What follows belongs to an exercise in optimizing a design on an open flow for small area and a short achievable clock period; a production flow would make more cautious choices. In this exercise RTL edits were held to simulation tests only and were not proved equivalent to the original.

==> flow/design.v, too long to show whole: its modules and the start of the top module <==
// module iir_filter: 1096 lines
// module iir_fa: 4 lines
module iir_filter(
    input clk,
    input rst,
    input signed [11:0] signal_i,
    output signed [11:0] signal_o
    );
  // ...
==> flow/run.sh <==
#!/bin/bash
# synth_recipe.tcl (not shown) runs the flow's synth.tcl, then flattens the netlist and writes it again
# the make line also repeats each setting of config.mk as NAME=value (left out here)
make -C /OpenROAD-flow-scripts/flow DESIGN_CONFIG=/design/flow/config.mk WORK_HOME=/design/flow/orfs CLKGATE_MAP_FILE= SYNTH_SCRIPT=/design/flow/synth_recipe.tcl finish
==> flow/config.mk <==
export PLATFORM = sky130hd
export DESIGN_NAME = iir_filter
export DESIGN_NICKNAME = iir_filter
export VERILOG_FILES = /design/flow/design.v
export SDC_FILE = /design/flow/constraint.sdc
export NUM_CORES = 4
export LEC_CHECK = 0
export ABC_AREA = 1
export CAP_MARGIN = 20
export CORE_MARGIN = 2
export CORE_UTILIZATION = 40
export CTS_BUF_LIST = sky130_fd_sc_hd__clkbuf_4 sky130_fd_sc_hd__clkbuf_8
export PLACE_DENSITY = 0.6
export SLEW_MARGIN = 20
export SYNTH_HIERARCHICAL = 1
==> flow/constraint.sdc <==
create_clock -name core_clock -period 14.5 [get_ports {clk}]
set_input_delay 2.9000 -clock core_clock [delete_from_list [all_inputs] [get_ports {clk}]]
set_output_delay 2.9000 -clock core_clock [all_outputs]
set_load 0.01 [all_outputs]
==> results.py, run 1 <==
metrics = {
    "timing": {
        "hold_slack_ns": 0.401,
        "rsz0062_at_grt": "false",
        "fin_crit_ns": 5.68,
        "final-hold-violation-count": 0,
        "period_share_pct": 39.2,
        "setup_viol": 0,
        "tightest_slew_ns": 0.844,
    },
    "final_layout": {
        "fillCellCount": 3445,
        "multiInputGateArea_mm2": 0.0107,
        "final_area_mm2": 0.0170,
        "area_growth_pct": 8.22,
        "postLayoutCoreUtil_pct": 43.9,
    },
    "placed_design": {
        "place_hpwl_um": 31700,
        "dpl_cell_area_mm2": 0.0166,
    },
    "worst_setup_path": {
        "crit_path_end_kind": "flip-flop",
        "crit_buf_inv": 1,
        "slowest_delay_ns": 0.66,
        "startpoint": "signal_i[10]",
        "rr_worst_depth": 15,
        "crit-reg2reg-capture": "y0[9]",
    },
    "route": {
        "final_antenna_net_count": 0,
        "highest_layer": "met4",
        "wl_um": 37200,
        "drt-wirelength-per-cell_um": 23.8,
        "drc_errors": 0,
    },
    "status": {
        "outcome": "no timing/DRC/antenna violations",
    },
    "synthesis": {
        "synth_area_mm2": 0.0157,
        "ys.flop_type": "dfstp_2",
        "ys_async_sr_fraction_pct": 77.8,
        "syn_area_per_cell_um2": 15.8,
        "synth_mux_area_share_pct": 0,
    },
    "grt": {
        "grt-busiest-layer": "met2",
        "grt_first_pass_wirelength_um": 58100,
        "grt_pass1_vias": 9291,
        "grt_max_degree": 87,
    },
    "floorplan": {
        "pin_count": 26,
        "core_area_mm2": 0.0386,
    },
    "clock_network": {
        "numCtsBuffers": 17,
    },
}
==> run 2, diff against run 1 <==
--- a/flow/design.v
+++ b/flow/design.v
@@ -1037,64 +1037,67 @@
 assign ys_195 = ys_108 ^ ys_109;
 assign ys_196 = ys_108 & ys_109;
 wire ys_197, ys_198;
 assign ys_197 = ys_111 ^ ys_110;
 assign ys_198 = ys_111 & ys_110;
 wire [20:0] ysum = {ys_196, ys_194, ys_192, ys_190, ys_188, ys_186, ys_184, ys_182, ys_180, ys_178, ys_176, ys_174, ys_172, ys_170, ys_168, ys_166, ys_164, ys_162, ys_161, ys_73, x1[0]} + {ys_197, ys_195, ys_193, ys_191, ys_189, ys_187, ys_185, ys_183, ys_181, ys_179, ys_177, ys_175, ys_173, ys_171, ys_169, ys_167, ys_165, ys_163, 1'b0, signal_i[0], qa[0]};
 always @(posedge clk or posedge rst) begin
     if (rst) begin
-        y0 <= 12'h7ff; y1 <= 12'h7ff; y2 <= 12'h7ff; y3 <= 12'h7ff; y4 <= 12'h7ff; y5 <= 12'h7ff;
-        x1 <= 12'h800; x2 <= 12'h800; x3 <= 12'h800; x4 <= 12'h800; x5 <= 12'h800; x6 <= 12'h800;
+        y0 <= 12'h7ff; y2 <= 12'h7ff; y4 <= 12'h7ff;
+        x1 <= 12'h800; x3 <= 12'h800; x5 <= 12'h800;
+        qa <= 21'h15529a; qb <= 21'h1d5676;
     end else begin
-        y0 <= {ysum[20], ~ysum[19:9]}; y1 <= y0; y2 <= y1; y3 <= y2; y4 <= y3; y5 <= y4;
-        x1 <= {~signal_i[11], signal_i[10:0]}; x2 <= x1; x3 <= x2; x4 <= x3; x5 <= x4; x6 <= x5;
+        y0 <= {ysum[20], ~ysum[19:9]}; y2 <= y1; y4 <= y3;
+        x1 <= {~signal_i[11], signal_i[10:0]}; x3 <= x2; x5 <= x4;
+        qa[0] <= qs_753;
+        qa[1] <= qs_754;
+        qb[1] <= qs_755;
+        qa[2] <= qs_756;
+        qb[2] <= qs_757;
+        qa[3] <= qs_758;
+        qb[3] <= qs_759;
+        qa[4] <= qs_760;
+        qb[4] <= qs_761;
+        qa[5] <= qs_762;
+        qb[5] <= qs_763;
+        qa[6] <= qs_764;
+        qb[6] <= qs_765;
+        qa[7] <= qs_766;
+        qb[7] <= qs_767;
+        qa[8] <= qs_768;
+        qb[8] <= qs_769;
+        qa[9] <= qs_770;
+        qb[9] <= qs_771;
+        qa[10] <= qs_772;
+        qb[10] <= qs_773;
+        qa[11] <= qs_774;
+        qb[11] <= qs_775;
+        qa[12] <= qs_776;
+        qb[12] <= qs_777;
+        qa[13] <= qs_778;
+        qb[13] <= qs_779;
+        qa[14] <= qs_780;
+        qb[14] <= qs_781;
+        qa[15] <= qs_782;
+        qb[15] <= qs_783;
+        qa[16] <= qs_784;
+        qb[16] <= qs_785;
+        qa[17] <= qs_786;
+        qb[17] <= qs_787;
+        qa[18] <= qs_788;
+        qb[18] <= qs_789;
+        qa[19] <= qs_790;
+        qb[19] <= qs_791;
+        qa[20] <= qs_792;
+        qb[20] <= qs_793;
     end
 end
 always @(posedge clk) begin
-    qa[0] <= qs_753;
-    qa[1] <= qs_754;
-    qb[1] <= qs_755;
-    qa[2] <= qs_756;
-    qb[2] <= qs_757;
-    qa[3] <= qs_758;
-    qb[3] <= qs_759;
-    qa[4] <= qs_760;
-    qb[4] <= qs_761;
-    qa[5] <= qs_762;
-    qb[5] <= qs_763;
-    qa[6] <= qs_764;
-    qb[6] <= qs_765;
-    qa[7] <= qs_766;
-    qb[7] <= qs_767;
-    qa[8] <= qs_768;
-    qb[8] <= qs_769;
-    qa[9] <= qs_770;
-    qb[9] <= qs_771;
-    qa[10] <= qs_772;
-    qb[10] <= qs_773;
-    qa[11] <= qs_774;
-    qb[11] <= qs_775;
-    qa[12] <= qs_776;
-    qb[12] <= qs_777;
-    qa[13] <= qs_778;
-    qb[13] <= qs_779;
-    qa[14] <= qs_780;
-    qb[14] <= qs_781;
-    qa[15] <= qs_782;
-    qb[15] <= qs_783;
-    qa[16] <= qs_784;
-    qb[16] <= qs_785;
-    qa[17] <= qs_786;
-    qb[17] <= qs_787;
-    qa[18] <= qs_788;
-    qb[18] <= qs_789;
-    qa[19] <= qs_790;
-    qb[19] <= qs_791;
-    qa[20] <= qs_792;
-    qb[20] <= qs_793;
+    y1 <= y0; y3 <= y2; y5 <= y4;
+    x2 <= x1; x4 <= x3; x6 <= x5;
 end
 assign signal_o = {y0[11], ~y0[10:0]};
 endmodule
 module iir_fa(input a, input b, input c, output s, output co);
 assign s = a ^ b ^ c;
 assign co = (a & b) | (c & (a ^ b));
 endmodule
==> run 2 against run 1 <==
Against the previous run:
- still clean
- count of clock-buffer cells in the layout down 3
- cell count did not move
- routed wire length shrank 1.1%
- sequential share of layout area shrank 0.80 points
- die area down 1.1%
- maximum frequency fell by 0.11%
- setup slack worse by 0.0064 ns
- critical path depth grew 2
- sequential cell count unchanged
- first-iteration DRC count decreased by 13%
- worst hold slack better by 0.0050 ns
- critical path type unchanged
- critical endpoint is now y0[9]
- highest routed layer unchanged
==> results.py, run 2 <==
metrics = {
    "placed_design": {
        "dpl_cell_area_mm2": 0.0164,
        "io_buffers": 25,
        "globalplace.congestion": 0.895,
        "numPlacedInstances": 1534,
        "place_hpwl_um": 31500,
    },
    "synthesis": {
        "ys.flop_type": "dfxtp_1",
        "synth_area_leaders": "fa_1 (59%), dfstp_2 (10%), dfxtp_1 (9.3%)",
        "ys_types": 25,
        "synthCells": 990,
        "synth.top_cell.area_share_pct": 58.9,
        "yosysSeqAreaShare_pct": 28.0,
        "yosys.area.top_type": "fa_1",
        "synth_fp_nets": 1516,
        "syn_area_per_cell_um2": 15.7,
        "ys_seq_elements": 185,
        "synth-edff-count": 0,
        "yosys_warnings": 7,
        "synth.most_common_cell": "fa_1",
        "synth_common_cells": "fa_1 (456), inv_1 (118), nand2_1 (89)",
        "synth_area_mm2": 0.0155,
        "ys_async_sr_fraction_pct": 61.1,
    },
    "timing": {
        "fin_worst_skew_ns": 0.0277,
        "final-hold-violation-count": 0,
        "maxSlewViolCount": 0,
        "setup_tns_ns": 0,
        "tightest_slew_ns": 0.979,
        "max_slew_margin_pct": 34.8,
        "fin_crit_ns": 5.68,
        "max_freq_ghz": 0.176,
        "setup_viol": 0,
        "rsz0062_at_grt": "false",
        "period_share_pct": 39.2,
    },
    "clock_network": {
        "clkSlewWorstSetupHoldPaths_ns": 0.11,
        "clk_latency_ns": 0.49,
        "cts-root-buf": "clkbuf_8",
        "postCtsHoldBufs": 0,
        "postCtsSetupBuffers": 0,
        "cts_tree": "done",
        "numCtsBuffers": 17,
        "clock-sinks": 185,
        "ctsLongestPathBuffers": 2,
        "cts_resized": 0,
        "cts_max_level": 4,
    },
    "grt": {
        "antenna_found_initial": 2,
        "grt_pass1_vias": 9167,
        "grt_max_degree": 71,
        "grt_first_pass_wirelength_um": 57200,
        "grt_use_total_pct": 20.0,
        "overflow": 0,
    },
    "job": {
        "drv_cap": 0,
    },
    "worst_setup_path": {
        "critical_path_arrival_ns": 6.12,
        "cp_top_family": "adder cells",
        "rrSetupSlack_ns": 9.57,
        "critPathKind": "in -> reg",
        "rr_worst_depth": 10,
        "worst_setup_path_start_kind": "input port",
        "slowest_stage": "clkdlybuf4s50_1",
        "cp.required_ns": 14.93,
        "crit_buf_inv": 3,
        "crit_path_end_kind": "flip-flop",
        "worst-path-max-fanout": 5,
        "slowest_delay_ns": 0.66,
        "path_cells": "clkdlybuf4s50_1, fa_1, fa_1, fa_1, ha_1, nand2_2, inv_2, a21oi_2, inv_1, a21oi_2, nand2_1, nand2_1, nand2_1",
        "crit_cells": 13,
    },
    "final_layout": {
        "layout_commonest_cell": "fa_1",
        "drive_gt1_share_pct": 11.7,
        "area_growth_pct": 8.51,
        "multiInputGateArea_mm2": 0.0107,
        "antenna_cells": 0,
        "seq_area_mm2": 0.00434,
        "instances_no_fill": 1566,
        "largest_reg_flops": 21,
        "layout.nets": 1561,
        "mostFrequentLayoutCells": "fa_1 (456), inv_1 (117), nand2_1 (89), dfxtp_1 (72), dfstp_2 (59)",
        "regMostFlops": "qa",
        "largest_registers": "qa: 21 flops, qb: 20 flops",
        "fillCellCount": 3461,
        "final_area_mm2": 0.0168,
    },
    "route": {
        "drc_errors": 0,
        "wl_um": 36800,
        "drt-wirelength-per-cell_um": 23.5,
        "drtPass1Iterations": 4,
        "vias": 7530,
        "final_antenna_net_count": 0,
        "drt-initial-drc-count": 331,
        "vias_per_cell": 4.81,
    },
    "floorplan": {
        "die_h_um": 201,
        "pin_count": 26,
        "die_w_um": 201,
        "core_area_mm2": 0.0385,
        "dieArea_mm2": 0.0404,
        "rows": 72,
        "start_util_pct": 40.3,
    },
    "status": {
        "outcome": "no timing/DRC/antenna violations",
    },
    "hold_path": {
        "hold_path_class": "reg -> reg",
        "holdPathStages": 0,
    },
}
==> run 2: changes by cell type after synthesis, sizes merged <==
cell / change
dfrtp: -18
dfstp: -13
dfxtp: +31
==> run 2: cell families (layout without fill, tap and decap cells) <==
kind of cell	count (synthesis)	after routing	share of synthesized area [%]
adder cells (fa/ha/maj)	512	512	63.4
AO/OA/AOI/OAI	20	20	0.767
AND/OR/NAND/NOR	143	143	4.43
buffers and inverters	123	181	3.00
XOR/XNOR	7	7	0.395
flip-flops	185	185	28.0
==> run 2: per-module statistics from Yosys (local to each module, per instance) <==
module / flip-flops and latches / cell area (um^2) / copies in the design / cells
iir_fa: 0 / 20.0 / 456 / 1
iir_filter: 185 / 6380 / 1 / 534
==> run 2: metrics by stage <==
step	util (%)	setup WS (ns)	hold WS [ns]
2_1_floorplan	-	8.71	0.360
3_3_place_gp	42.7	8.35	0.391
3_5_place_dp	42.7	8.33	0.398
4_1_cts	43.7	8.86	0.407
5_1_grt	43.7	8.70	0.426
6_report	43.7	8.82	0.406
==> run 2: worst reg2reg max path, delay by kind of cell (launching register included) <==
| kind | cells | cell delay (ns) |
|---|---|---|
| adder cells (fa/ha/maj) | 8 | 3.84 |
| flip-flops | 1 | 0.85 |
| buffers and inverters | 2 | 0.11 |
==> run 2: final cells by class <==
type | instances | area share [%]
sequential | 185 | 25.8
multi-input combinational | 682 | 63.6
clock inverter | 15 | 1.05
timing repair buffer | 27 | 1.58
inverter | 122 | 2.74
tap | 518 | 3.85
clock buffer | 17 | 1.39
==> run 2: path summary, 6_finish.rpt <==
path | start | to
max | signal_i[8] | y0[9]
min | y1[9] | y2[9]
min reg2reg | y1[9] | y2[9]
max in group asynchronous | rst | x5[1]
max reg2reg | y0[5] | qb[13]
min in group asynchronous | rst | x3[10]
==> run 2: routing by layer <==
| layer | wire length, um | track usage (%) | up-vias |
|---|---|---|---|
| met4 | 890 | 5.93 | 0 |
| met3 | 1840 | 3.60 | 44 |
| li1 | - | - | 3085 |
| met1 | 15300 | 27.1 | 4217 |
| met2 | 18800 | 33.3 | 184 |
| met5 | 0 | 0 | - |

==> separate check: timing with driven ports <==
Ports are ideal in the flow. The routed layouts listed here were re-timed in OpenROAD. Step 1: set_driving_cell puts a clkbuf_16 on clk and a buf_2 on each other input, an assumption about the parent block. Step 2 also shifts input and output timing later by t, the mid clock arrival at the registers, as if the neighbouring blocks saw the same clock. Three values: ideal ports, drivers, drivers and shift; two values: the first two.
run | t (ns) | setup slack, ns | worst hold slack (ns) | worst setup path at the end | slew at the worst register clock pin (ns)
run 1 | 0.547 | 8.822 / 8.847 / 8.300 | 0.401 / 0.401 / 0.401 | input to register | 0.12 / 0.12
run 2 | 0.530 | 8.816 / 8.838 / 8.307 | 0.406 / 0.406 / 0.406 | input to register | 0.12 / 0.12
After both steps setup and hold are still met in every run listed. For run 1, which loses most, drivers alone change the setup slack by +0.025 ns; drivers and shift together by -0.522 ns.
